This design comes from an exercise in tuning for small area on the open sky130 flow, not from production work.
In this exercise RTL edits were held to simulation tests only and were not proved equivalent to the original.
Power is estimated from default activity; no workload was simulated.

`design/flow/config.mk`:
```
export PLATFORM = sky130hd
export DESIGN_NAME = processor
export DESIGN_NICKNAME = processor
export VERILOG_FILES = /design/flow/design.v
export SDC_FILE = /design/flow/constraint.sdc
export NUM_CORES = 4
export LEC_CHECK = 0
export ABC_AREA = 1
export CAP_MARGIN = 20
export CORE_MARGIN = 2
export CORE_UTILIZATION = 40
export SLEW_MARGIN = 20
```
`design/flow/constraint.sdc`:
```
create_clock -name core_clock -period 12.0 [get_ports {clk_i}]
set_input_delay 2.4000 -clock core_clock [delete_from_list [all_inputs] [get_ports {clk_i}]]
set_output_delay 2.4000 -clock core_clock [all_outputs]
set_load 0.01 [all_outputs]
```
`design/flow/design.v`:
```
module processor
(
	input wire clk_i,
	input wire rst_i,
	input wire stall_i,
	output wire [31:0] addr_o,
	input wire [31:0] data_i,
	output wire [31:0] data_o,
	output wire [3:0] data_w_o,
	output wire [2:0] data_mode_o,
	input wire [7:0] extio_in,
	output wire [7:0] extio_out
);
	wire stall_cpu; wire mwait_cpu; wire irq_cpu; wire irq_ack_cpu; wire exception_cpu; wire data_b_cpu; wire data_h_cpu; wire data_access_cpu;
	wire [31:0] irq_vector_cpu; wire [31:0] inst_addr_cpu; wire [31:0] inst_in_cpu; wire [31:0] data_addr_cpu; wire [31:0] data_in_cpu; wire [31:0] data_out_cpu;
	wire [3:0] data_w_cpu;
	assign data_mode_o = {data_b_cpu,data_h_cpu,data_access_cpu};
	datapath core
	(
		.clock(clk_i),
		.reset(rst_i),
		.stall(stall_cpu),
		.mwait(mwait_cpu),
		.irq_vector(irq_vector_cpu),
		.irq(irq_cpu),
		.irq_ack(irq_ack_cpu),
		.exception(exception_cpu),
		.inst_addr(inst_addr_cpu),
		.inst_in(inst_in_cpu),
		.data_addr(data_addr_cpu),
		.data_in(data_in_cpu),
		.data_out(data_out_cpu),
		.data_w(data_w_cpu),
		.data_b(data_b_cpu),
		.data_h(data_h_cpu),
		.data_access(data_access_cpu)
	);
	interrupt_controller int_control
	(
		.clock(clk_i),
		.reset(rst_i),
		.stall(stall_i),
		.stall_cpu(stall_cpu),
		.mwait_cpu(mwait_cpu),
		.irq_vector_cpu(irq_vector_cpu),
		.irq_cpu(irq_cpu),
		.irq_ack_cpu(irq_ack_cpu),
		.exception_cpu(exception_cpu),
		.inst_addr_cpu(inst_addr_cpu),
		.inst_in_cpu(inst_in_cpu),
		.data_addr_cpu(data_addr_cpu),
		.data_in_cpu(data_in_cpu),
		.data_out_cpu(data_out_cpu),
		.data_w_cpu(data_w_cpu),
		.data_access_cpu(data_access_cpu),
		.addr_mem(addr_o),
		.data_read_mem(data_i),
		.data_write_mem(data_o),
		.data_we_mem(data_w_o),
		.extio_in(extio_in),
		.extio_out(extio_out)
	);
endmodule
module datapath
(
	input wire clock,
	input wire reset,
	input wire stall,
	input wire mwait,
	input wire [31:0] irq_vector,
	input wire irq,
	output wire irq_ack,
	output wire exception,
	output wire [31:0] inst_addr,
	input wire [31:0] inst_in,
	output wire [31:0] data_addr,
	input wire [31:0] data_in,
	output reg [31:0] data_out,
	output reg [3:0] data_w,
	output wire data_b,
	output wire data_h,
	output wire data_access
);
	localparam [3:0] T_NOP = 4'b0000, T_SYS = 4'b0001, T_JAL = 4'b0010, T_JALR = 4'b0011,
		T_BR = 4'b0100, T_LUI = 4'b0101, T_AUIPC = 4'b0110, T_OPI = 4'b1000, T_OP = 4'b1001,
		T_LD = 4'b1100, T_ST = 4'b1101;
	reg [31:0] pc; reg [31:0] pc_last; reg [31:0] pc_last2;
	wire [31:0] pc_plus4; wire [31:0] pc_next; wire [31:0] branch;
	wire [31:0] inst_sw; wire [3:0] itype_dec;
	reg [3:0] t; reg [31:7] ir;
	reg stall_reg; reg irq_ack_s_dly; reg bds; reg data_access_s_dly;
	wire irq_ack_s; wire data_access_s; wire branch_taken; wire jump_taken; wire except; wire kill;
	wire [31:0] read_data1; wire [31:0] read_data2; wire [31:0] write_data;
	wire [31:0] alu_src1; wire [31:0] alu_src2; wire [31:0] result;
	wire [31:0] imm_i; wire [31:0] imm_s; wire [31:0] imm_sb; wire [31:0] imm_uj; wire [31:0] imm_u;
	wire [31:0] ld; wire wreg; wire equal; wire less_than;
	wire [2:0] f3;
	always @(posedge clock or posedge reset) begin
		if (reset == 1'b1) begin
			pc <= {32{1'b0}};
			pc_last <= {32{1'b0}};
		end else begin
			if (stall == 1'b0) begin
				pc <= pc_next;
				pc_last <= pc;
			end
		end
	end
	always @(posedge clock) begin
		if (stall == 1'b0)
			pc_last2 <= pc_last;
	end
	assign pc_plus4 = {pc[31:2] + 30'd1, pc[1:0]};
	assign pc_next = irq_ack_s == 1'b1 || except == 1'b1 ? irq_vector :
		branch_taken == 1'b1 || jump_taken == 1'b1 ? branch :
		data_access_s == 1'b1 ? pc_last : pc_plus4;
	assign irq_ack_s = irq & ~bds & ~branch_taken & ~jump_taken & ~data_access_s;
	assign irq_ack = irq_ack_s_dly;
	assign exception = except;
	always @(posedge clock or posedge reset) begin
		if (reset == 1'b1) begin
			irq_ack_s_dly <= 1'b0;
			bds <= 1'b0;
			data_access_s_dly <= 1'b0;
			stall_reg <= 1'b0;
		end else begin
			stall_reg <= stall;
			if (stall == 1'b0) begin
				data_access_s_dly <= data_access_s;
				if (mwait == 1'b0) begin
					irq_ack_s_dly <= irq_ack_s;
					bds <= branch_taken | jump_taken;
				end
			end
		end
	end
	assign inst_sw = {inst_in[7:0],inst_in[15:8],inst_in[23:16],inst_in[31:24]};
	assign kill = data_access_s | except | branch_taken | jump_taken | bds | irq_ack_s;
	control control_unit
	(
		.opcode(inst_sw[6:0]),
		.funct3(inst_sw[14:12]),
		.funct7(inst_sw[31:25]),
		.itype(itype_dec)
	);
	always @(posedge clock or posedge reset) begin
		if (reset == 1'b1) begin
			t <= T_NOP;
		end else begin
			if (stall == 1'b0 && mwait == 1'b0)
				t <= kill ? T_NOP : itype_dec;
		end
	end
	always @(posedge clock) begin
		if (stall == 1'b0 && mwait == 1'b0)
			ir <= inst_sw[31:7];
	end
	wire is_mem = t[3] & t[2];
	wire is_ld = t == T_LD;
	wire is_st = t == T_ST;
	wire is_br = t == T_BR;
	wire is_jal = t == T_JAL;
	wire is_jalr = t == T_JALR;
	wire is_lui = t == T_LUI;
	wire is_auipc = t == T_AUIPC;
	wire is_op = t == T_OP;
	wire is_alu = t[3] & ~t[2];
	wire rw = is_jal | is_jalr | is_lui | is_auipc | is_alu | is_ld;
	assign f3 = ir[14:12];
	assign imm_i = {{20{ir[31]}}, ir[31:20]};
	assign imm_s = {{20{ir[31]}}, ir[31:25], ir[11:7]};
	assign imm_sb = {{19{ir[31]}}, ir[31], ir[7], ir[30:25], ir[11:8], 1'b0};
	assign imm_uj = {{11{ir[31]}}, ir[31], ir[19:12], ir[20], ir[30:21], 1'b0};
	assign imm_u = {ir[31:12], 12'h000};
	reg_bank register_bank
	(
		.clock(clock),
		.read_reg1(ir[18:15]),
		.read_reg2(ir[23:20]),
		.write_reg(ir[10:7]),
		.wreg(wreg),
		.write_data(write_data),
		.read_data1(read_data1),
		.read_data2(read_data2)
	);
	assign wreg = rw & ~mwait & ~stall_reg;
	assign alu_src1 = is_auipc ? pc_last2 : read_data1;
	assign alu_src2 = (is_op | is_br) ? read_data2 : is_st ? imm_s : (is_lui | is_auipc) ? imm_u : imm_i;
	alu alu
	(
		.op1(alu_src1),
		.op2(alu_src2),
		.sel(is_alu ? f3 : 3'b000),
		.sub(is_br | (is_alu & f3[2:1] == 2'b01) | (is_op & f3 == 3'b000 & ir[30])),
		.unsgn(is_br ? f3[1] : f3[0]),
		.arith(ir[30]),
		.pass(is_lui),
		.result(result),
		.equal(equal),
		.less_than(less_than)
	);
	assign branch = (is_jalr ? read_data1 : pc_last2) + (is_jal ? imm_uj : is_jalr ? imm_i : imm_sb);
	assign branch_taken = is_br & (f3[2] ? less_than ^ f3[0] : equal ^ f3[0]);
	assign except = t == T_SYS;
	assign jump_taken = is_jal | is_jalr;
	assign inst_addr = pc;
	assign data_addr = result;
	assign data_b = is_mem & f3[1:0] == 2'b00;
	assign data_h = is_mem & f3[1:0] == 2'b01;
	assign data_access_s = is_mem;
	assign data_access = data_access_s & ~data_access_s_dly;
	always @(*) begin
		data_out[31:24] = read_data2[7:0];
		data_out[23:16] = f3[1:0] == 2'b00 ? read_data2[7:0] : read_data2[15:8];
		data_out[15:8] = f3[1:0] == 2'b10 ? read_data2[23:16] : read_data2[7:0];
		data_out[7:0] = f3[1:0] == 2'b10 ? read_data2[31:24] : f3[1:0] == 2'b01 ? read_data2[15:8] : read_data2[7:0];
		if (is_st == 1'b0)
			data_w = 4'b0000;
		else if (f3[1:0] == 2'b10)
			data_w = 4'b1111;
		else if (f3[1:0] == 2'b01)
			data_w = result[1] ? 4'b0011 : 4'b1100;
		else
			case (result[1:0])
			2'b11 : data_w = 4'b0001;
			2'b10 : data_w = 4'b0010;
			2'b01 : data_w = 4'b0100;
			default : data_w = 4'b1000;
			endcase
	end
	wire [7:0] ld_b0; wire [7:0] ld_b1; wire ld_sign;
	assign ld_b0 = f3[1:0] == 2'b10 || result[1:0] == 2'b00 || (f3[1:0] == 2'b01 && result[1] == 1'b0) ? data_in[31:24] :
		result[1:0] == 2'b01 ? data_in[23:16] : result[1:0] == 2'b10 || f3[1:0] == 2'b01 ? data_in[15:8] : data_in[7:0];
	assign ld_b1 = f3[1:0] == 2'b10 || result[1] == 1'b0 ? data_in[23:16] : data_in[7:0];
	assign ld_sign = ~f3[2] & (f3[1:0] == 2'b00 ? ld_b0[7] : ld_b1[7]);
	assign ld = f3[1:0] == 2'b10 ? {data_in[7:0], data_in[15:8], ld_b1, ld_b0} :
		f3[1:0] == 2'b01 ? {{16{ld_sign}}, ld_b1, ld_b0} : {{24{ld_sign}}, ld_b0};
	assign write_data = is_ld ? ld : jump_taken ? pc_last : result;
endmodule
module control
(
	input wire [6:0] opcode,
	input wire [2:0] funct3,
	input wire [6:0] funct7,
	output reg [3:0] itype
);
	wire f7z = funct7 == 7'b0000000;
	wire f7s = funct7 == 7'b0100000;
	always @(*) begin
		case (opcode)
		7'b0110111 : itype = 4'b0101;
		7'b0010111 : itype = 4'b0110;
		7'b1101111 : itype = 4'b0010;
		7'b1100111 : itype = 4'b0011;
		7'b1100011 : itype = (funct3[2:1] == 2'b01) ? 4'b0000 : 4'b0100;
		7'b0000011 : itype = (funct3 == 3'b011 || funct3[2:1] == 2'b11) ? 4'b0000 : 4'b1100;
		7'b0100011 : itype = (funct3[2] == 1'b1 || funct3[1:0] == 2'b11) ? 4'b0000 : 4'b1101;
		7'b0010011 : itype = (funct3 == 3'b101 && !f7z && !f7s) ? 4'b0000 : 4'b1000;
		7'b0110011 : itype = ((funct3 == 3'b000 || funct3 == 3'b101) && !f7z && !f7s) ? 4'b0000 : 4'b1001;
		7'b1110011 : itype = 4'b0001;
		default : itype = 4'b0000;
		endcase
	end
endmodule
module reg_bank
(
	input wire clock,
	input wire [3:0] read_reg1,
	input wire [3:0] read_reg2,
	input wire [3:0] write_reg,
	input wire wreg,
	input wire [31:0] write_data,
	output wire [31:0] read_data1,
	output wire [31:0] read_data2
);
	reg [31:0] registers[1:15];
	reg [31:0] rd1; reg [31:0] rd2;
	integer i;
	always @(posedge clock) begin
		for (i = 1; i < 16; i = i + 1)
			if (wreg == 1'b1 && write_reg == i)
				registers[i] <= write_data;
	end
	always @(*) begin
		rd1 = {32{1'b0}};
		rd2 = {32{1'b0}};
		for (i = 1; i < 16; i = i + 1) begin
			rd1 = rd1 | (registers[i] & {32{read_reg1 == i}});
			rd2 = rd2 | (registers[i] & {32{read_reg2 == i}});
		end
	end
	assign read_data1 = rd1;
	assign read_data2 = rd2;
endmodule
module alu
(
	input wire [31:0] op1,
	input wire [31:0] op2,
	input wire [2:0] sel,
	input wire sub,
	input wire unsgn,
	input wire arith,
	input wire pass,
	output reg [31:0] result,
	output wire equal,
	output wire less_than
);
	wire [32:0] addsub; wire [31:0] shift; wire [31:0] x;
	wire less;
	assign addsub = sub ? {1'b0, op1} - {1'b0, op2} : {1'b0, op1} + {1'b0, op2};
	assign less = (op1[31] == op2[31] || unsgn) ? addsub[32] : op1[31];
	assign less_than = less;
	assign x = op1 ^ op2;
	assign equal = ~|x;
	bshift barrel_shifter
	(
		.lshift(~sel[2]),
		.arith(arith),
		.shift(op2[4:0]),
		.in(op1),
		.out(shift)
	);
	always @(*) begin
		if (pass)
			result = op2;
		else
			case (sel)
			3'b000 : result = addsub[31:0];
			3'b010, 3'b011 : result = {31'b0, less};
			3'b100 : result = x;
			3'b110 : result = op1 | op2;
			3'b111 : result = op1 & op2;
			default : result = shift;
			endcase
	end
endmodule
module bshift
(
	input wire lshift,
	input wire arith,
	input wire [4:0] shift,
	input wire [31:0] in,
	output wire [31:0] out
);
	wire [31:0] x; wire [31:0] y; wire [63:0] ext;
	wire fill;
	genvar i;
	generate
		for (i = 0; i < 32; i = i + 1) begin : rev
			assign x[i] = lshift ? in[31 - i] : in[i];
			assign out[i] = lshift ? y[31 - i] : y[i];
		end
	endgenerate
	assign fill = arith & ~lshift & in[31];
	assign ext = {{32{fill}}, x} >> shift;
	assign y = ext[31:0];
endmodule
module interrupt_controller
(
	input wire clock,
	input wire reset,
	input wire stall,
	output wire stall_cpu,
	output wire mwait_cpu,
	output wire [31:0] irq_vector_cpu,
	output wire irq_cpu,
	input wire irq_ack_cpu,
	input wire exception_cpu,
	input wire [31:0] inst_addr_cpu,
	output wire [31:0] inst_in_cpu,
	input wire [31:0] data_addr_cpu,
	output wire [31:0] data_in_cpu,
	input wire [31:0] data_out_cpu,
	input wire [3:0] data_w_cpu,
	input wire data_access_cpu,
	output wire [31:0] addr_mem,
	input wire [31:0] data_read_mem,
	output wire [31:0] data_write_mem,
	output wire [3:0] data_we_mem,
	input wire [7:0] extio_in,
	output wire [7:0] extio_out
);
	reg [7:0] irq_mask_reg; reg [7:0] irq_status_reg; reg [7:0] extio_out_reg;
	reg [31:0] periph_data; reg [31:0] irq_vector_reg; reg [31:0] irq_epc_reg;
	wire interrupt; reg irq;
	parameter [2:0] irq_idle = 0, irq_int = 1, irq_req = 2, irq_ackn = 3, irq_done = 4;
	reg [2:0] pulse_state;
	reg [2:0] pulse_next_state;
	wire periph_access; reg periph_access_dly; wire periph_access_we;
	always @(posedge clock) begin
		if (periph_access == 1'b1) begin
			case (data_addr_cpu[7:4])
			4'b0000 : begin periph_data <= irq_vector_reg; end			 
			4'b0001 : begin periph_data <= {extio_in,24'h000000}; end		 
			4'b0010 : begin periph_data <= {irq_mask_reg,24'h000000}; end		 
			4'b0011 : begin periph_data <= {irq_status_reg,24'h000000}; end		 
			4'b0100 : begin 							 
				periph_data <= {irq_epc_reg[7:0],irq_epc_reg[15:8],irq_epc_reg[23:16],irq_epc_reg[31:24]};
			end
			4'b1000 : begin periph_data <= {extio_in,24'h000000}; end		 
			4'b1001 : begin periph_data <= {extio_out_reg,24'h000000}; end		 
			default : begin periph_data <= data_read_mem; end
			endcase
		end
	end
	assign inst_in_cpu = data_read_mem;
	assign data_in_cpu = periph_access_dly == 1'b0 ? data_read_mem : periph_data;
	always @(posedge clock or posedge reset) begin
		if (reset == 1'b1) begin
			irq_vector_reg <= {32{1'b0}};
			irq_mask_reg <= {8{1'b0}};
			irq_status_reg <= {8{1'b0}};
			extio_out_reg <= {8{1'b0}};
		end else begin
			if (periph_access == 1'b1 && periph_access_we == 1'b1) begin
				case (data_addr_cpu[7:4])
				4'b0000 : begin				 
					irq_vector_reg <= {data_out_cpu[7:0],data_out_cpu[15:8],data_out_cpu[23:16],data_out_cpu[31:24]};
				end
				4'b0010 : begin				 
					irq_mask_reg <= data_out_cpu[31:24];
				end
				4'b0011 : begin				 
					irq_status_reg <= data_out_cpu[31:24];
				end
				4'b1001 : begin				 
					extio_out_reg <= data_out_cpu[31:24];
				end
				default : begin
				end
				endcase
			end
			if (irq_ack_cpu == 1'b1 || exception_cpu == 1'b1) begin
				irq_status_reg[0] <= 1'b0;		 
			end
		end
	end
	always @(posedge clock or posedge reset) begin
		if (reset == 1'b1) begin
			irq_epc_reg <= 32'h00000000;
		end else begin
			if (((irq == 1'b1 && irq_ack_cpu == 1'b0) || exception_cpu == 1'b1)) begin
				irq_epc_reg <= inst_addr_cpu;
			end
		end
	end
	always @(posedge clock or posedge reset) begin
		if (reset == 1'b1) begin
			pulse_state <= irq_idle;
			pulse_next_state <= irq_idle;
			irq <= 1'b0;
		end else begin
			if (stall == 1'b0) begin
				pulse_state <= pulse_next_state;
				case (pulse_state)
				irq_idle : begin
					if (interrupt == 1'b1 && irq_status_reg[0] == 1'b1) begin
						pulse_next_state <= irq_int;
					end
				end
				irq_int : begin
					irq <= 1'b1;
					pulse_next_state <= irq_req;
				end
				irq_req : begin
					if (irq_ack_cpu == 1'b1) begin
						irq <= 1'b0;
						pulse_next_state <= irq_ackn;
					end
				end
				irq_ackn : begin
					pulse_next_state <= irq_done;
				end
				irq_done : begin
					if (irq_status_reg[0] == 1'b1) begin
						pulse_next_state <= irq_idle;
					end
				end
				default : begin
					pulse_next_state <= irq_idle;
				end
				endcase
			end
		end
	end
	always @(posedge clock or posedge reset) begin
		if (reset == 1'b1) begin
			periph_access_dly <= 1'b0;
		end else begin
			if (stall == 1'b0) begin
				periph_access_dly <= periph_access;
			end
		end
	end
	assign periph_access = data_addr_cpu[31:27] == 5'b11110 && data_access_cpu == 1'b1 ? 1'b1 : 1'b0;
	assign periph_access_we = data_w_cpu != 4'b0000 ? 1'b1 : 1'b0;
	assign addr_mem = data_access_cpu == 1'b1 ? data_addr_cpu : inst_addr_cpu;
	assign data_write_mem = data_out_cpu;
	assign data_we_mem = data_access_cpu == 1'b1 && periph_access == 1'b0 ? data_w_cpu : 4'b0000;
	assign mwait_cpu = data_access_cpu;
	assign stall_cpu = stall;
	assign interrupt = (extio_in & irq_mask_reg) != 8'h00;
	assign irq_cpu = irq;
	assign irq_vector_cpu = irq_vector_reg;
	assign extio_out = extio_out_reg;
endmodule
```
`design/flow/run.sh`:
```
#!/bin/bash
# synth_recipe.tcl (not shown) runs the flow's synth.tcl, then flattens the netlist and writes it again
# the make line also repeats each setting of config.mk as NAME=value (left out here)
make -C /OpenROAD-flow-scripts/flow DESIGN_CONFIG=/design/flow/config.mk WORK_HOME=/design/flow/orfs CLKGATE_MAP_FILE= SYNTH_SCRIPT=/design/flow/synth_recipe.tcl finish
```
==> flow_summary.ini, run 1 <==
[run_status]
status = complete, no violations

[synth]
synthTopCellsByArea = edfxtp_1, nand2_1, dfrtp_1, nand3_1, nor2_1
synth_warnings = 6
netlist.area_leader.share = 0.3583
yosysMostFrequentCell = nand2_1
synth.top_cells.by_count = nand2_1, nand3_1, edfxtp_1
synth_edf_count = 569
syn_area_per_cell_um2 = 7.578
seq_area_frac_synth = 0.4464
synth_area_leader_cell = edfxtp_1
synthArstFlopShare = 0.2280
yosys_register_bits = 737
syn_inst = 6294
ys_types = 69
synth_flop_cell = edfxtp_1
syn_area_mm2 = 0.04769

[worst_setup_path]
crit_fanout = 19
crit_path_end_kind = primary output
critPathSlowestCell = o21ai_1
max_stage_delay_ns = 0.61
critPathLaunchType = flip-flop
reg2regPathDepth = 42
crit_required_ns = 9.60
cp.depth = 33
crit_family = simple AND/OR/NAND/NOR gates
cpMostUsedCell = nand2_1
critical_path_class = flip-flop to primary output
arrival_ns = 9.10
path_buf_inv = 5

[sta]
period_minus_slack_ns = 11.50
setup_violations = 0
max_freq_mhz = 86.94
rsz0062_at_grt = no
slew_viol_final = 0
skew_ns = 0.08898
postLayoutSetupSlackWorst_ns = 0.4975
hold_violations = 0
final.setup.tns_ns = 0
period_share = 0.9585
tightest_slew_ns = 1.377
maxSlewHeadroom = 0.07558

[layout]
utilization = 0.4523
fillers = 11961
top_register = core.register_bank.registers
largest_reg_flops = 480
layout.nets = 6525
area_growth_pct = 12.13
drive_gt1_frac = 0.08021

[min_path]
hp-class = flip-flop to flip-flop
holdPathStages = 0

[floorplan]
fp.dieH_um = 349.3
core_area_mm2 = 0.1182
design.die.area_mm2 = 0.1220
dieWidth_um = 349.3
rows = 126
initial_core_util = 0.4034
io_pins = 122

[placement]
dp_hpwl_um = 187300
place_ws_ns = 1.153
io_buffers = 121
place.gp.congestion = 1.054

[clock_tree]
cts_tree = yes
clkSlewWorstSetupHoldPaths_ns = 0.06
htreeDepth = 3
worstSkewPairLatency_ns = 0.72
root_buffer = clkbuf_16
cts_buffer_depth = 3
cts_inserted_buffers = 85
postCtsHoldBufs = 0
clock-sinks = 737

[drt]
wl_per_cell_um = 31.89
vias = 48863
drt_iter0_markers = 7530
wirelength_um = 254000
firstDrtPassIters = 7
antenna_left = 0
drcViolationCount = 0
vias_per_cell = 6.134

[grt]
grt_use_total = 0.4093
grt_max_degree = 73
grt_remaining_overflow = 0
grt_pass1_wl_um = 349900
antenna_found_initial = 16
grt_pass1_vias = 44907

[power_and_ir_drop]
peakVddDrop_uv = 142.7
powerDensity_mw_per_mm2 = 177.7
leakage_nw = 23.23

[run]
cap_viol_max_count = 0
metrics by stage:
step,cells,power (mW),hold WS (ns),instance area (µm²)
2_1_floorplan,6294,5.125,0.4469,47690
3_3_place_gp,7790,6.759,0.4602,50590
3_5_place_dp,7790,6.757,0.4592,50600
4_1_cts,7947,9.351,0.4736,53350
5_1_grt,7957,9.761,0.5010,53460
6_report,7966,9.505,0.4832,53480
power by group:
part | total [mW] | internal [mW] | switching, mW
sequential | 3.45 | 3.21 | 0.238
combinational | 3.43 | 0.841 | 2.58
clock | 2.63 | 1.46 | 1.17
total | 9.51 | 5.51 | 3.99
repair_timing:
item,in CTS,in global routing
resized for setup,0,1
setup buffers,0,10
endpoints found under the setup margin,0,4
final timing paths:
kind	endpoint	from	slack, ns
max	data_w_o[0]	core.ir[20]$_DFFE_PP_	0.50
min	core.pc_last2[24]$_DFFE_PN_	core.pc_last[24]$_DFFE_PP0N_	0.48
max reg2reg	core.register_bank.registers[1][18]$_DFFE_PP_	core.t[3]$_DFFE_PP0P_	2.57
min reg2reg	core.pc_last2[24]$_DFFE_PN_	core.pc_last[24]$_DFFE_PP0N_	0.48
max in group asynchronous	core.pc[11]$_DFFE_PP0N_	rst_i	7.86
min in group asynchronous	int_control.pulse_next_state[1]$_DFFE_PP0P_	rst_i	2.17
kinds of logic (layout without fill, tap and decap cells):
family          after synthesis  count (layout)  share of synthesized area
simple gates               3728            3728                     0.3314
compound gates              849             849                     0.1011
buf+inv                     758             885                    0.06926
flops                       737             737                     0.4464
fa+ha+maj                   131             131                    0.03468
xor+xnor                     72              72                    0.01322
mux                          19              19                   0.003988
other cells                   0               9                          0
worst reg2reg max path, delay by kind of cell, from the launching register on:
| kind | cells | cell delay, ns |
|---|---|---|
| adder cells (fa/ha/maj) | 1 | 0.37 |
| AND/OR/NAND/NOR | 23 | 4.69 |
| buffers and inverters | 6 | 0.65 |
| XOR/XNOR | 1 | 0.18 |
| AO/OA/AOI/OAI | 11 | 2.52 |
| flip-flops | 1 | 0.56 |
cells in the final DEF (no fill, tap or decap), drive strengths merged, types with 4 or more instances in the layout:
master,n
inv,448
ha,129
o221ai,8
a211oi,11
diode,9
and2,5
a22oi,4
dfrtp,168
buf,154
or2,49
o21ai,411
nand2,2178
xnor2,14
a31oi,36
a221oi,16
nand3b,4
nor3b,4
o22ai,11
clkbuf,103
clkinv,52
nor3,40
xor2,58
nor2,576
edfxtp,569
mux2i,19
o211ai,57
a21boi,19
nand3,793
a21oi,228
o2111ai,14
a21o,7
clkdlybuf4s50,120
clkinvlp,4
nor4,16
nand4,59
bufinv,4
o21bai,9
final cells by class:
| cell class | count | area (µm²) | area share |
|---|---|---|---|
| sequential | 737 | 21290 | 0.3981 |
| timing repair buffer | 274 | 2392 | 0.04473 |
| antenna | 9 | 22.52 | 0.0004211 |
| tap | 1536 | 1922 | 0.03594 |
| multi-input combinational | 4799 | 23370 | 0.4371 |
| clock buffer | 103 | 2287 | 0.04277 |
| clock inverter | 54 | 469.2 | 0.008774 |
| inverter | 454 | 1722 | 0.03219 |
routing by layer:
metal / wire (µm) / vias up / track usage
met2: 102900 / 3625 / 0.5793
met5: 172 / - / 0.005495
met4: 17840 / 14 / 0.2464
met3: 33370 / 705 / 0.1083
met1: 99760 / 23307 / 0.5574
li1: - / 21212 / -
==> inputs of run 2 (changes only) <==
--- a/design/flow/design.v
+++ b/design/flow/design.v
@@ -93,3 +93,3 @@
 	wire [31:0] read_data1; wire [31:0] read_data2; wire [31:0] write_data;
-	wire [31:0] alu_src1; wire [31:0] alu_src2; wire [31:0] result;
+	wire [31:0] alu_src1; wire [31:0] alu_src2; wire [31:0] result; wire [31:0] sum;
 	wire [31:0] imm_i; wire [31:0] imm_s; wire [31:0] imm_sb; wire [31:0] imm_uj; wire [31:0] imm_u;
@@ -198,2 +198,3 @@
 		.result(result),
+		.sum(sum),
 		.equal(equal),
@@ -206,3 +207,3 @@
 	assign inst_addr = pc;
-	assign data_addr = result;
+	assign data_addr = sum;
 	assign data_b = is_mem & f3[1:0] == 2'b00;
@@ -276,4 +277,5 @@
 	reg [31:0] registers[1:15];
-	reg [31:0] rd1; reg [31:0] rd2;
+	wire [15:1] sel1; wire [15:1] sel2;
 	integer i;
+	genvar g;
 	always @(posedge clock) begin
@@ -283,12 +285,38 @@
 	end
-	always @(*) begin
-		rd1 = {32{1'b0}};
-		rd2 = {32{1'b0}};
-		for (i = 1; i < 16; i = i + 1) begin
-			rd1 = rd1 | (registers[i] & {32{read_reg1 == i}});
-			rd2 = rd2 | (registers[i] & {32{read_reg2 == i}});
+	generate
+		for (g = 1; g < 16; g = g + 1) begin : dec
+			assign sel1[g] = read_reg1 == g;
+			assign sel2[g] = read_reg2 == g;
 		end
-	end
-	assign read_data1 = rd1;
-	assign read_data2 = rd2;
+	endgenerate
+	rf_read port1 (.sel(sel1), .r1(registers[1]), .r2(registers[2]), .r3(registers[3]), .r4(registers[4]), .r5(registers[5]),
+		.r6(registers[6]), .r7(registers[7]), .r8(registers[8]), .r9(registers[9]), .r10(registers[10]),
+		.r11(registers[11]), .r12(registers[12]), .r13(registers[13]), .r14(registers[14]), .r15(registers[15]), .y(read_data1));
+	rf_read port2 (.sel(sel2), .r1(registers[1]), .r2(registers[2]), .r3(registers[3]), .r4(registers[4]), .r5(registers[5]),
+		.r6(registers[6]), .r7(registers[7]), .r8(registers[8]), .r9(registers[9]), .r10(registers[10]),
+		.r11(registers[11]), .r12(registers[12]), .r13(registers[13]), .r14(registers[14]), .r15(registers[15]), .y(read_data2));
+endmodule
+module rf_read
+(
+	input wire [15:1] sel,
+	input wire [31:0] r1, input wire [31:0] r2, input wire [31:0] r3, input wire [31:0] r4, input wire [31:0] r5,
+	input wire [31:0] r6, input wire [31:0] r7, input wire [31:0] r8, input wire [31:0] r9, input wire [31:0] r10,
+	input wire [31:0] r11, input wire [31:0] r12, input wire [31:0] r13, input wire [31:0] r14, input wire [31:0] r15,
+	output wire [31:0] y
+);
+	wire [31:0] g1; wire [31:0] g2; wire [31:0] g3; wire [31:0] g4; wire [31:0] g5;
+	rf_aoi3 a1 (.a(r1), .b(r2), .c(r3), .sa(sel[1]), .sb(sel[2]), .sc(sel[3]), .y(g1));
+	rf_aoi3 a2 (.a(r4), .b(r5), .c(r6), .sa(sel[4]), .sb(sel[5]), .sc(sel[6]), .y(g2));
+	rf_aoi3 a3 (.a(r7), .b(r8), .c(r9), .sa(sel[7]), .sb(sel[8]), .sc(sel[9]), .y(g3));
+	rf_aoi3 a4 (.a(r10), .b(r11), .c(r12), .sa(sel[10]), .sb(sel[11]), .sc(sel[12]), .y(g4));
+	rf_aoi3 a5 (.a(r13), .b(r14), .c(r15), .sa(sel[13]), .sb(sel[14]), .sc(sel[15]), .y(g5));
+	assign y = ~(g1 & g2 & g3 & g4 & g5);
+endmodule
+module rf_aoi3
+(
+	input wire [31:0] a, input wire [31:0] b, input wire [31:0] c,
+	input wire sa, input wire sb, input wire sc,
+	output wire [31:0] y
+);
+	assign y = ~((a & {32{sa}}) | (b & {32{sb}}) | (c & {32{sc}}));
 endmodule
@@ -303,3 +331,4 @@
 	input wire pass,
-	output reg [31:0] result,
+	output wire [31:0] result,
+	output wire [31:0] sum,
 	output wire equal,
@@ -307,9 +336,18 @@
 );
-	wire [32:0] addsub; wire [31:0] shift; wire [31:0] x;
-	wire less;
-	assign addsub = sub ? {1'b0, op1} - {1'b0, op2} : {1'b0, op1} + {1'b0, op2};
-	assign less = (op1[31] == op2[31] || unsgn) ? addsub[32] : op1[31];
+	wire [31:0] p; wire [31:0] g; wire [31:0] y;
+	wire cout; wire less;
+	wire s_add; wire s_slt; wire s_xor; wire s_or; wire s_and; wire s_sr; wire s_sl;
+	alu_add adder
+	(
+		.a(op1),
+		.b(op2 ^ {32{sub}}),
+		.cin(sub),
+		.p(p),
+		.g(g),
+		.sum(sum),
+		.cout(cout)
+	);
+	assign equal = &p;
+	assign less = (op1[31] == op2[31] || unsgn) ? ~cout : op1[31];
 	assign less_than = less;
-	assign x = op1 ^ op2;
-	assign equal = ~|x;
 	bshift barrel_shifter
@@ -320,17 +358,49 @@
 		.in(op1),
-		.out(shift)
+		.out(y)
 	);
+	assign s_add = ~pass & sel == 3'b000;
+	assign s_sl = ~pass & sel == 3'b001;
+	assign s_slt = ~pass & sel[2:1] == 2'b01;
+	assign s_xor = ~pass & sel == 3'b100;
+	assign s_sr = ~pass & sel == 3'b101;
+	assign s_or = ~pass & sel == 3'b110;
+	assign s_and = ~pass & sel == 3'b111;
+	genvar i;
+	generate
+		for (i = 0; i < 32; i = i + 1) begin : rmux
+			assign result[i] = (s_add & sum[i]) | (s_xor & p[i]) | (s_or & (p[i] | g[i])) | (s_and & g[i]) |
+				(s_sr & y[i]) | (s_sl & y[31 - i]) | (pass & op2[i]) | (i == 0 ? s_slt & less : 1'b0);
+		end
+	endgenerate
+endmodule
+module alu_add
+(
+	input wire [31:0] a,
+	input wire [31:0] b,
+	input wire cin,
+	output wire [31:0] p,
+	output wire [31:0] g,
+	output wire [31:0] sum,
+	output wire cout
+);
+	reg [31:0] gg; reg [31:0] pp;
+	integer d; integer i;
+	assign p = a ^ b;
+	assign g = a & b;
 	always @(*) begin
-		if (pass)
-			result = op2;
-		else
-			case (sel)
-			3'b000 : result = addsub[31:0];
-			3'b010, 3'b011 : result = {31'b0, less};
-			3'b100 : result = x;
-			3'b110 : result = op1 | op2;
-			3'b111 : result = op1 & op2;
-			default : result = shift;
-			endcase
+		gg = {g[30:0], cin};
+		pp = {p[30:0], 1'b0};
+		for (d = 1; d < 32; d = d * 2)
+			for (i = 2 * d - 1; i < 32; i = i + 2 * d) begin
+				gg[i] = gg[i] | (pp[i] & gg[i - d]);
+				pp[i] = pp[i] & pp[i - d];
+			end
+		for (d = 8; d >= 1; d = d / 2)
+			for (i = 3 * d - 1; i < 32; i = i + 2 * d) begin
+				gg[i] = gg[i] | (pp[i] & gg[i - d]);
+				pp[i] = pp[i] & pp[i - d];
+			end
 	end
+	assign sum = p ^ gg;
+	assign cout = g[31] | (p[31] & gg[31]);
 endmodule
@@ -344,3 +414,3 @@
 );
-	wire [31:0] x; wire [31:0] y; wire [63:0] ext;
+	wire [31:0] x; wire [63:0] ext;
 	wire fill;
@@ -350,3 +420,2 @@
 			assign x[i] = lshift ? in[31 - i] : in[i];
-			assign out[i] = lshift ? y[31 - i] : y[i];
 		end
@@ -355,3 +424,3 @@
 	assign ext = {{32{fill}}, x} >> shift;
-	assign y = ext[31:0];
+	assign out = ext[31:0];
 endmodule
--- a/design/flow/config.mk
+++ b/design/flow/config.mk
@@ -7,3 +7,2 @@
 export LEC_CHECK = 0
-export ABC_AREA = 1
 export CAP_MARGIN = 20
@@ -12 +11,2 @@
 export SLEW_MARGIN = 20
+export SYNTH_HIERARCHICAL = 1
==> run 2 against run 1 <==
  * Power down 1.1%
  * Highest routed layer unchanged
  * Non-clock buffer count decreased by 16
  * Synthesized cell count is 41% lower
==> flow_summary.ini, run 2 <==
[synth]
synth_flop_cell = edfxtp_1
synth_area_leader_cell = edfxtp_1
syn_area_per_cell_um2 = 11.89
netlist.area_leader.share = 0.3899
synthTopCellsByArea = edfxtp_1, dfrtp_1, a222oi_1, mux2_2, nand2_1
yosys_register_bits = 737
synth.top_cells.by_count = edfxtp_1, a222oi_1, mux2_2, nand2_1, dfrtp_1
yosysMostFrequentCell = edfxtp_1
syn_inst = 3684
synth_edf_count = 569
seq_area_frac_synth = 0.4859
syn_area_mm2 = 0.04382
ys_types = 102
synth_warnings = 13
synthArstFlopShare = 0.2280

[power_and_ir_drop]
powerDensity_mw_per_mm2 = 192.7
leakage_nw = 17.54
switching_share = 0.3758
clkPwrFrac = 0.284
seq_power_share = 0.371
p_sw_mw = 3.531
power_frac_comb = 0.345
peakVddDrop_uv = 106.9
power.internal_mw = 5.866

[floorplan]
dieWidth_um = 335.0
core_area_mm2 = 0.1087
design.die.area_mm2 = 0.1122
io_pins = 122
fp.dieH_um = 335.0
initial_core_util = 0.4031
rows = 121

[layout]
fin_area_mm2 = 0.04876
layout.nets = 3795
regArea_mm2 = 0.02129
multi_input_area_mm2 = 0.02019
layout_commonest_cell = edfxtp_1
layout_common_cells = edfxtp_1, a222oi_1, mux2_2, nand2_1, dfrtp_1
area_growth_pct = 11.27
fillers = 10002
drive_gt1_frac = 0.2012
utilization = 0.4486
largest_reg_flops = 480
top_register = core.register_bank.registers

[clock_tree]
clkSlewWorstSetupHoldPaths_ns = 0.05
postCtsSetupRepairBufs = 0
clock-sinks = 737
worstSkewPairLatency_ns = 0.68
cts_resized = 0
postCtsHoldBufs = 0
root_buffer = clkbuf_16
cts_inserted_buffers = 82
cts_tree = yes
htreeDepth = 3
cts_buffer_depth = 3

[sta]
hold_violations = 0
tightest_slew_ns = 1.227
max_freq_mhz = 92.18
period_minus_slack_ns = 10.85
period_share = 0.9041
final.setup.tns_ns = 0
postLayoutSetupSlackWorst_ns = 1.151
slew_viol_final = 0
maxSlewHeadroom = 0.1823
rsz0062_at_grt = no
skew_ns = 0.06147
setup_violations = 0
whs_ns = 0.5024

[grt]
grt_max_degree = 70
grt_remaining_overflow = 0
grt_pass1_vias = 33424
grt_use_total = 0.3181
antenna_found_initial = 14
grt_pass1_wl_um = 256200

[drt]
vias = 35989
drt_iter0_markers = 7202
wirelength_um = 183500
wl_met3_um = 22920
top_layer = met5
wl_per_cell_um = 35.58
firstDrtPassIters = 13
vias_per_cell = 6.979
drcViolationCount = 0
m1WireLength_um = 70100
wl_met2_um = 78980
antenna_left = 0

[worst_setup_path]
critical_path_class = flip-flop to primary output
critPathSlowestCell = nor3_2
crit_required_ns = 9.60
cpMostUsedCell = a21oi_1
max_stage_delay_ns = 0.69
crit_fanout = 23
arrival_ns = 8.45
crit_family = compound AO/OA/AOI/OAI gates
path_buf_inv = 4
critPathLaunchType = flip-flop
crit_path_end_kind = primary output

[run_status]
status = complete, no violations

[placement]
place_ws_ns = 2.126
io_buffers = 121
placed_area_mm2 = 0.04589
dp_hpwl_um = 132400
place.gp.congestion = 1.018

[min_path]
hp-class = flip-flop to flip-flop

[run]
cap_viol_max_count = 0
## run 2: cell count changes after synthesis, moves of 65 or more
cell / delta
o21ai_0: -218
mux2_2: +260
ha_1: -65
a22oi_1: +73
nand3_1: -691
a21oi_1: -90
inv_1: -302
nand2_1: -1881
a222oi_1: +347
and3_1: +86
nor2_1: -392
## run 2: final timing paths
check	start	end	slack, ns	cells past startpoint
setup reg to reg	core.ir[20]$_DFFE_PP_	core.register_bank.registers[15][19]$_DFFE_PP_	2.45	29
hold reg to reg	core.pc_last[23]$_DFFE_PP0N_	core.pc_last2[23]$_DFFE_PN_	0.50	0
setup / recovery	core.ir[20]$_DFFE_PP_	data_w_o[0]	1.15	26
max in group asynchronous	rst_i	int_control.irq_vector_reg[13]$_DFFE_PP0P_	8.60	3
hold / removal	core.pc_last[23]$_DFFE_PP0N_	core.pc_last2[23]$_DFFE_PN_	0.50	0
min in group asynchronous	rst_i	core.pc[7]$_DFFE_PP0N_	2.02	2
## run 2: area by class of cell
cell class                 instances  area share
antenna                            5   0.0002566
multi-input combinational       2485      0.4140
sequential                       737      0.4366
clock buffer                     100     0.04409
timing repair buffer             258     0.04665
clock inverter                    52     0.01383
tap                             1414     0.03628
inverter                         106    0.008237
## run 2: cell families after synthesis
group,count (synthesis),synth area share
and+or+nand+nor,854,0.1018
adders and majority gates,84,0.02698
buffers and inverters,462,0.06342
muxes,378,0.1074
DFF,737,0.4859
AOI/OAI and AO/OA,1068,0.1944
xor gates and xnor gates,101,0.02019
## run 2: power by group through the flow
stage          Sequential (mW)  Clock [mW]  Combinational (mW)
2_1_floorplan             3.40           0                1.86
3_3_place_gp              3.51           0                3.12
3_5_place_dp              3.52           0                3.13
4_1_cts                   3.47        2.68                3.14
5_1_grt                   3.49        2.78                3.37
6_report                  3.48        2.67                3.25
## run 2: per-layer routing
metal	global-route usage	up-vias
li1	-	14864
met1	0.4319	17928
met2	0.4755	2735
met3	0.06905	448
met4	0.1679	14
met5	0	-
## run 2: per-module statistics from Yosys, one instance, submodules excluded
module	copies in the design	flip-flops and latches	area, µm²	cells inside
interrupt_controller	1	128	6993	582
alu_add	1	0	1423	173
bshift	1	0	3085	348
reg_bank	1	480	14710	544
alu	1	0	1893	213
control	1	0	191.4	31
rf_aoi3	10	0	402.9	41
datapath	1	129	10750	1252
processor	1	0	22.52	3
rf_read	2	0	360.3	64
## run 2: stage by stage
step                      cells  power [mW]
after floorplan            3684       5.254
final                      5157       9.397
after detailed placement   4997       6.647
after global routing       5152       9.637
after CTS                  5149       9.289
after global placement     4995       6.635
==> inputs of run 3 (changes only) <==
--- a/design/flow/design.v
+++ b/design/flow/design.v
@@ -86,4 +86,4 @@
 		T_LD = 4'b1100, T_ST = 4'b1101;
-	reg [31:0] pc; reg [31:0] pc_last; reg [31:0] pc_last2;
-	wire [31:0] pc_plus4; wire [31:0] pc_next; wire [31:0] branch;
+	reg [31:0] pc; reg [31:0] pc_last; reg [31:0] tgt;
+	wire [31:0] pc_plus4; wire [31:0] pc_next; wire [31:0] imm_d; wire [31:0] tgt_d;
 	wire [31:0] inst_sw; wire [3:0] itype_dec;
@@ -94,3 +94,3 @@
 	wire [31:0] alu_src1; wire [31:0] alu_src2; wire [31:0] result; wire [31:0] sum;
-	wire [31:0] imm_i; wire [31:0] imm_s; wire [31:0] imm_sb; wire [31:0] imm_uj; wire [31:0] imm_u;
+	wire [31:0] imm_i; wire [31:0] imm_s; wire [31:0] imm_u;
 	wire [31:0] ld; wire wreg; wire equal; wire less_than;
@@ -108,9 +108,5 @@
 	end
-	always @(posedge clock) begin
-		if (stall == 1'b0)
-			pc_last2 <= pc_last;
-	end
 	assign pc_plus4 = {pc[31:2] + 30'd1, pc[1:0]};
 	assign pc_next = irq_ack_s == 1'b1 || except == 1'b1 ? irq_vector :
-		branch_taken == 1'b1 || jump_taken == 1'b1 ? branch :
+		branch_taken == 1'b1 || is_jal == 1'b1 ? tgt : is_jalr == 1'b1 ? sum :
 		data_access_s == 1'b1 ? pc_last : pc_plus4;
@@ -153,5 +149,20 @@
 	end
+	assign imm_d = inst_sw[2] == 1'b0 ? {{19{inst_sw[31]}}, inst_sw[31], inst_sw[7], inst_sw[30:25], inst_sw[11:8], 1'b0} :
+		inst_sw[3] == 1'b1 ? {{11{inst_sw[31]}}, inst_sw[31], inst_sw[19:12], inst_sw[20], inst_sw[30:21], 1'b0} :
+		{inst_sw[31:12], 12'h000};
+	alu_add target_adder
+	(
+		.a(pc_last),
+		.b(imm_d),
+		.cin(1'b0),
+		.p(),
+		.g(),
+		.sum(tgt_d),
+		.cout()
+	);
 	always @(posedge clock) begin
-		if (stall == 1'b0 && mwait == 1'b0)
+		if (stall == 1'b0 && mwait == 1'b0) begin
 			ir <= inst_sw[31:7];
+			tgt <= tgt_d;
+		end
 	end
@@ -171,4 +182,2 @@
 	assign imm_s = {{20{ir[31]}}, ir[31:25], ir[11:7]};
-	assign imm_sb = {{19{ir[31]}}, ir[31], ir[7], ir[30:25], ir[11:8], 1'b0};
-	assign imm_uj = {{11{ir[31]}}, ir[31], ir[19:12], ir[20], ir[30:21], 1'b0};
 	assign imm_u = {ir[31:12], 12'h000};
@@ -186,4 +195,4 @@
 	assign wreg = rw & ~mwait & ~stall_reg;
-	assign alu_src1 = is_auipc ? pc_last2 : read_data1;
-	assign alu_src2 = (is_op | is_br) ? read_data2 : is_st ? imm_s : (is_lui | is_auipc) ? imm_u : imm_i;
+	assign alu_src1 = read_data1;
+	assign alu_src2 = (is_op | is_br) ? read_data2 : is_st ? imm_s : is_lui ? imm_u : imm_i;
 	alu alu
@@ -197,2 +206,4 @@
 		.pass(is_lui),
+		.tgt(tgt),
+		.auipc(is_auipc),
 		.result(result),
@@ -202,3 +213,2 @@
 	);
-	assign branch = (is_jalr ? read_data1 : pc_last2) + (is_jal ? imm_uj : is_jalr ? imm_i : imm_sb);
 	assign branch_taken = is_br & (f3[2] ? less_than ^ f3[0] : equal ^ f3[0]);
@@ -331,2 +341,4 @@
 	input wire pass,
+	input wire [31:0] tgt,
+	input wire auipc,
 	output wire [31:0] result,
@@ -360,3 +372,3 @@
 	);
-	assign s_add = ~pass & sel == 3'b000;
+	assign s_add = ~pass & ~auipc & sel == 3'b000;
 	assign s_sl = ~pass & sel == 3'b001;
@@ -371,3 +383,3 @@
 			assign result[i] = (s_add & sum[i]) | (s_xor & p[i]) | (s_or & (p[i] | g[i])) | (s_and & g[i]) |
-				(s_sr & y[i]) | (s_sl & y[31 - i]) | (pass & op2[i]) | (i == 0 ? s_slt & less : 1'b0);
+				(s_sr & y[i]) | (s_sl & y[31 - i]) | (pass & op2[i]) | (auipc & tgt[i]) | (i == 0 ? s_slt & less : 1'b0);
 		end
--- a/design/flow/config.mk
+++ b/design/flow/config.mk
@@ -10,2 +10,3 @@
 export CORE_UTILIZATION = 40
+export CTS_BUF_LIST = sky130_fd_sc_hd__clkbuf_8
 export SLEW_MARGIN = 20
==> run 3 against run 2 <==
  * Worst setup slack got worse by 0.14 ns
  * First-iteration DRC count rose by 3.9%
  * Hold slack improved by 0.0041 ns
  * Design area fell by 2.3%
  * Critical path depth did not move
  * Global-route usage shrank 0.24 points
  * Utilization decreased by 0.30 points
  * Power fell by 5.2%
==> flow_summary.ini, run 3 <==
[run_status]
status = complete, no violations

[placement]
io_buffers = 121
place_ws_ns = 2.065
placedCellCount = 4884
dp_hpwl_um = 125800
place.gp.congestion = 1.028
placed_area_mm2 = 0.04515

[floorplan]
design.die.area_mm2 = 0.1104
io_pins = 122
rows = 120
core_area_mm2 = 0.1069
dieWidth_um = 332.3
fp.dieH_um = 332.3
initial_core_util = 0.4032

[sta]
final.setup.tns_ns = 0
period_share = 0.9159
skew_ns = 0.04523
setup_violations = 0
postLayoutSetupSlackWorst_ns = 1.009
tightest_slew_ns = 1.167
hold_violations = 0
rsz0062_at_grt = no
maxSlewHeadroom = 0.2150
max_freq_mhz = 90.98
whs_ns = 0.5065
slew_viol_final = 0
period_minus_slack_ns = 10.99

[worst_setup_path]
critPathLaunchType = flip-flop
crit_fanout = 28
cpMostUsedCell = a21oi_2
crit_required_ns = 9.60
crit_path_end_kind = primary output
critPathSlowestCell = nor2_2
r2r-start = core.ir[23]$_DFFE_PP_
critPathLaunch = core.ir[23]$_DFFE_PP_
critical_path_class = flip-flop to primary output
max_stage_delay_ns = 0.76
arrival_ns = 8.59

[power_and_ir_drop]
power.internal_mw = 5.497
clkPwrFrac = 0.254
powerDensity_mw_per_mm2 = 187.1
switching_share = 0.3830
power_frac_comb = 0.339
leakage_nw = 17.52
seq_power_share = 0.407
p_sw_mw = 3.413
peakVddDrop_uv = 103.2
power_mw = 8.910

[layout]
largest_reg_flops = 480
post_layout_nonfiller_instances = 5100
fin_area_mm2 = 0.04763
utilization = 0.4455
fillers = 9911
drive_gt1_frac = 0.1749
area_growth_pct = 10.49
top_register = core.register_bank.registers
layout_commonest_cell = edfxtp_1
layout_common_cells = edfxtp_1, a222oi_1, nand2_1, mux2_2, inv_1
layout.nets = 3739

[synth]
syn_area_per_cell_um2 = 12.02
synth_warnings = 13
syn_inst = 3585
syn_area_mm2 = 0.04311

[clock_tree]
cts_resized = 0
postCtsSetupRepairBufs = 0
cts_inserted_buffers = 115
postCtsHoldBufs = 0
clkSlewWorstSetupHoldPaths_ns = 0.06
root_buffer = clkbuf_8
cts_buffer_depth = 3
clock-sinks = 737
cts_tree = yes
worstSkewPairLatency_ns = 0.81
htreeDepth = 3

[min_path]
min-delay-start = int_control.irq_epc_reg[7]$_DFFE_PP0P_
hp-class = flip-flop to flip-flop

[drt]
vias = 35453
drcViolationCount = 0
drt_iter0_markers = 7480
firstDrtPassIters = 13
wirelength_um = 179200
wl_per_cell_um = 35.13
antenna_left = 0
vias_per_cell = 6.952

[grt]
grt_remaining_overflow = 0
grt_use_total = 0.3156
antenna_found_initial = 20
grt_pass1_wl_um = 251900
grt_max_degree = 73
grt_pass1_vias = 33314

[run]
cap_viol_max_count = 0
[run 3: worst paths after layout]
check,end,slack (ns),cells past startpoint
max,data_w_o[3],1.01,26
min,int_control.irq_epc_reg[7]$_DFFE_PP0P_,0.51,1
max reg2reg,core.register_bank.registers[7][22]$_DFFE_PP_,2.54,27
min reg2reg,int_control.irq_epc_reg[7]$_DFFE_PP0P_,0.51,1
max in group asynchronous,int_control.irq_vector_reg[30]$_DFFE_PP0P_,8.65,3
min in group asynchronous,int_control.irq_vector_reg[9]$_DFFE_PP0P_,2.07,2
[run 3: routing by layer]
metal / vias up / GRT usage / share of wire
met1: 17543 / 0.4306 / 0.38
met3: 514 / 0.07432 / 0.13
li1: 14557 / - / -
met5: - / 0 / 0.00064
met4: 14 / 0.1571 / 0.059
met2: 2825 / 0.4702 / 0.43
[run 3: critical path: cells and delay by family (launching register included)]
family          cells  cell delay [ns]
fa+ha+maj           2             0.83
simple gates       10             2.91
buf+inv             3             0.73
compound gates     10             2.54
xor+xnor            1             0.24
flops               1             0.54
[run 3: layout make-up]
class                   count  area, µm²  area share
clock inverters            82      664.4     0.01395
repair buffers            242       2150     0.04513
diodes                      4      10.01   0.0002102
inverters                 145      548.0     0.01151
flip-flops and latches    737      21290      0.4470
multi-input cells        2358      19430      0.4080
well taps                1403       1755     0.03686
clock buffers             129       1775     0.03728
[run 3: power by group through the flow]
stage / clock [mW] / combinational, mW / sequential (mW)
after global routing: 2.39 / 3.17 / 3.62
after global placement: 0 / 2.90 / 3.65
final: 2.26 / 3.02 / 3.63
after floorplan: 0 / 1.81 / 3.45
after CTS: 2.29 / 2.93 / 3.60
after detailed placement: 0 / 2.93 / 3.65
==> inputs of run 4 (changes only) <==
==> design/flow/flow/run.sh (new file) <==
#!/bin/bash
# Own flow: the standard layout (standard.sh) unchanged except that
# synthesis maps with an area-leaning ABC script (flow/abc_area_relaxed.script)
# through flow/my_abc_synth.tcl, which is synth_recipe.tcl with the abc call
# redirected. Registers, flattening and renaming are those of synth_recipe.tcl.
set -euo pipefail
W=$(pwd)
bash standard.sh finish SYNTH_SCRIPT="$W/flow/my_abc_synth.tcl" > "$W/standard_flow.log" 2>&1
test -f "$W/out/final.def"
==> design/flow/flow/abc_area_relaxed.script (new file) <==
&get -n
&st
&dch
&nf -R 1000 -p
&put
buffer -c
topo
stime -c
upsize -c
dnsize -c
==> design/flow/flow/my_abc_synth.tcl (new file) <==
proc synth {args} { yosys synth -nofsm -noshare {*}$args }
# map with an area-leaning ABC script in place of ORFS's speed script
set ::my_abc_script [file join [file dirname [file normalize [info script]]] abc_area_relaxed.script]
proc abc {args} {
  set i [lsearch -exact $args -script]
  if {$i >= 0} { lset args [expr {$i + 1}] $::my_abc_script }
  yosys abc {*}$args
}
source $::env(SCRIPTS_DIR)/synth.tcl
# left out here: clear keep_hierarchy, flatten, clean up, hide names made inside functions, write 1_2_yosys.v
==> design/flow/standard.sh (new file) <==
#!/bin/bash
# synth_recipe.tcl (not shown) runs the flow's synth.tcl, then flattens the netlist and writes it again
# the make line also repeats each setting of config.mk as NAME=value (left out here)
make -C /OpenROAD-flow-scripts/flow DESIGN_CONFIG=/design/flow/config.mk WORK_HOME=/design/flow/orfs CLKGATE_MAP_FILE= SYNTH_SCRIPT=/design/flow/synth_recipe.tcl "${@:-finish}"
--- a/design/flow/config.mk
+++ b/design/flow/config.mk
@@ -10,3 +10,2 @@
 export CORE_UTILIZATION = 40
-export CTS_BUF_LIST = sky130_fd_sc_hd__clkbuf_8
 export SLEW_MARGIN = 20
removed: design/flow/run.sh
==> run 4 against run 3 <==
  * Still clean on timing, DRC and antenna
  * Sequential share of layout area increased by 1.6 points
  * Combinational power decreased by 13%
  * Count of clock-buffer cells in the layout decreased by 26
  * Power decreased by 2.9%
  * Clock skew decreased by 0.014 ns
  * Utilization increased by 0.55 points
==> flow_summary.ini, run 4 <==
[layout]
drive_gt1_frac = 0.1676
top_register = core.register_bank.registers
fillers = 9367
layout_common_cells = edfxtp_1, a222oi_1, nand2_1, mux2_2, a21oi_1
fin_area_mm2 = 0.04602
area_growth_pct = 11.47
layout.nets = 3681
largest_reg_flops = 480
layout_commonest_cell = edfxtp_1
post_layout_nonfiller_instances = 4984

[synth]
synth_warnings = 13
syn_inst = 3554
syn_area_mm2 = 0.04129
syn_area_per_cell_um2 = 11.62

[worst_setup_path]
r2r_slack_ns = 2.36
crit_path_end_kind = primary output
critical_path_class = flip-flop to primary output
crit_required_ns = 9.60
arrival_ns = 8.59
r2r-start = core.ir[21]$_DFFE_PP_
r2r_end = core.register_bank.registers[3][30]$_DFFE_PP_
critPathLaunchType = flip-flop
reg2regPathDepth = 32
crit_fanout = 39

[sta]
slew_viol_final = 0
tightest_slew_ns = 1.174
period_minus_slack_ns = 10.99
max_freq_mhz = 90.96
setup_violations = 0
maxSlewHeadroom = 0.2168
final.setup.tns_ns = 0
skew_ns = 0.03119
rsz0062_at_grt = no
hold_violations = 0
period_share = 0.9161

[clock_tree]
cts_buffer_depth = 3
clkSlewWorstSetupHoldPaths_ns = 0.07
worstSkewPairLatency_ns = 0.66
htreeDepth = 3
cts_inserted_buffers = 81
cts_resized = 0
clock-sinks = 737
postCtsHoldBufs = 0
root_buffer = clkbuf_16
postCtsSetupRepairBufs = 0
cts_tree = yes

[grt]
grt_pass1_vias = 31424
antenna_found_initial = 8
grt_use_total = 0.2978
grt_max_degree = 67
grt_pass1_wl_um = 231600
grt_remaining_overflow = 0

[min_path]
min-delay-start = int_control.pulse_next_state[1]$_DFFE_PP0P_
holdPathStages = 2
hp-class = flip-flop to flip-flop
hold_path_end = int_control.pulse_next_state[1]$_DFFE_PP0P_

[floorplan]
core_area_mm2 = 0.1020
io_pins = 122
fp.dieH_um = 325.3
rows = 117
design.die.area_mm2 = 0.1058
initial_core_util = 0.4046
dieWidth_um = 325.3

[power_and_ir_drop]
power.internal_mw = 5.523
seq_power_share = 0.407
p_sw_mw = 3.128
leakage_nw = 16.69
clkPwrFrac = 0.290
switching_share = 0.3616
power_frac_comb = 0.303
peakVddDrop_uv = 108.4
powerDensity_mw_per_mm2 = 188.0

[drt]
drcViolationCount = 0
drt_iter0_markers = 6641
firstDrtPassIters = 14
wl_per_cell_um = 32.57
vias_per_cell = 6.758
vias = 33680
antenna_left = 0
wirelength_um = 162400

[run_status]
status = complete, no violations

[placement]
dp_hpwl_um = 115200
io_buffers = 121
place.gp.congestion = 0.9963
placed_area_mm2 = 0.04331
placedCellCount = 4825

[run]
cap_viol_max_count = 0
[run 4: final cells by class]
| cell class | instances | area [µm²] | area share |
|---|---|---|---|
| Tap cell | 1368 | 1712 | 0.03719 |
| Clock buffer | 103 | 2201 | 0.04782 |
| Multi-Input combinational cell | 2382 | 17820 | 0.3872 |
| Timing Repair Buffer | 249 | 2190 | 0.04758 |
| Antenna cell | 12 | 30.03 | 0.0006525 |
| Clock inverter | 43 | 439.2 | 0.009543 |
| Inverter | 90 | 341.6 | 0.007422 |
| Sequential cell | 737 | 21290 | 0.4626 |
[run 4: worst max-delay path by stage]
stage / from / end / slack, ns / depth (start not counted)
final: core.ir[21]$_DFFE_PP_ / data_w_o[3] / 1.01 / 27
after global routing: core.ir[21]$_DFFE_PP_ / data_w_o[3] / 0.67 / 27
after CTS: core.ir[22]$_DFFE_PP_ / data_w_o[3] / 1.17 / 27
after detailed placement: core.ir[22]$_DFFE_PP_ / data_w_o[3] / 1.89 / 27
after global placement: core.ir[23]$_DFFE_PP_ / data_w_o[3] / 2.04 / 27
after floorplan: core.ir[21]$_DFFE_PP_ / data_w_o[3] / 3.64 / 27
[run 4: layer usage]
layer | up-vias | GRT usage | share of wire
met3 | 478 | 0.06452 | 0.12
met1 | 16610 | 0.4065 | 0.39
li1 | 14064 | - | -
met2 | 2520 | 0.4417 | 0.44
met5 | - | 0 | 0.00028
met4 | 8 | 0.1607 | 0.060
[run 4: worst max-delay path, stage by stage (launching register included)]
cell	delay [ns]
edfxtp_1	0.55
nand2b_1	0.35
nor3_2	0.32
buf_4	0.49
a222oi_1	0.19
and3_1	0.23
nand3_1	0.50
nand2_1	0.13
o21ai_2	0.09
buf_4	0.38
xor2_1	0.12
ha_1	0.44
nand4_1	0.14
o221a_4	0.34
o31ai_4	0.33
a21oi_2	0.16
o31ai_4	0.35
a21oi_1	0.14
fa_1	0.39
inv_1	0.08
nor2_1	0.05
o31a_1	0.25
nand3_1	0.09
nand3_1	0.36
a21oi_4	0.51
and2_1	0.23
and3_1	0.16
clkdlybuf4s50_1	0.54
[run 4: metrics by stage]
| step | setup slack (ns) | util | hold WS [ns] | total power, mW |
|---|---|---|---|---|
| CTS | 1.171 | 0.4504 | 0.4798 | 8.602 |
| detailed placement | 1.889 | 0.4245 | 0.4671 | 6.111 |
| global route | 0.6689 | 0.4508 | 0.4942 | 8.936 |
| finish | 1.007 | 0.4510 | 0.4736 | 8.651 |
| global placement | 2.045 | 0.4245 | 0.4574 | 6.085 |
| floorplan | 3.638 | - | 0.4419 | 4.957 |
[run 4: power groups by stage]
| stage | logic, mW | registers [mW] | clock network [mW] |
|---|---|---|---|
| final | 2.62 | 3.52 | 2.51 |
| after global routing | 2.77 | 3.53 | 2.64 |
| after CTS | 2.56 | 3.51 | 2.53 |
| after detailed placement | 2.55 | 3.56 | 0 |
| after global placement | 2.52 | 3.56 | 0 |
| after floorplan | 1.55 | 3.41 | 0 |

## what the ideal ports hide
No port has a modelled driver above. Below, the same layouts with a new extraction and two added sets of constraints.
Step 1: set_driving_cell puts a clkbuf_16 on clk_i and a buf_2 on each other input, an assumption about the parent block.
Step 2 moves the port delays by t, midway between the first and last clock arrival at a register: inputs arrive t later, outputs are due t later. That takes back most of the time a late clock gives input paths.
Three values: ideal, step 1, step 2; two values: the first two.
run | t (ns) | setup slack, ns | worst setup path after step 2
run 1 | 0.762 | 0.498 / 0.413 / 1.175 | register to output
run 2 | 0.724 | 1.151 / 1.079 / 1.803 | register to output
run 3 | 0.845 | 1.009 / 0.946 / 1.791 | register to output
run 4 | 0.716 | 1.007 / 0.937 / 1.654 | register to output
After both steps every run listed still meets setup and hold.
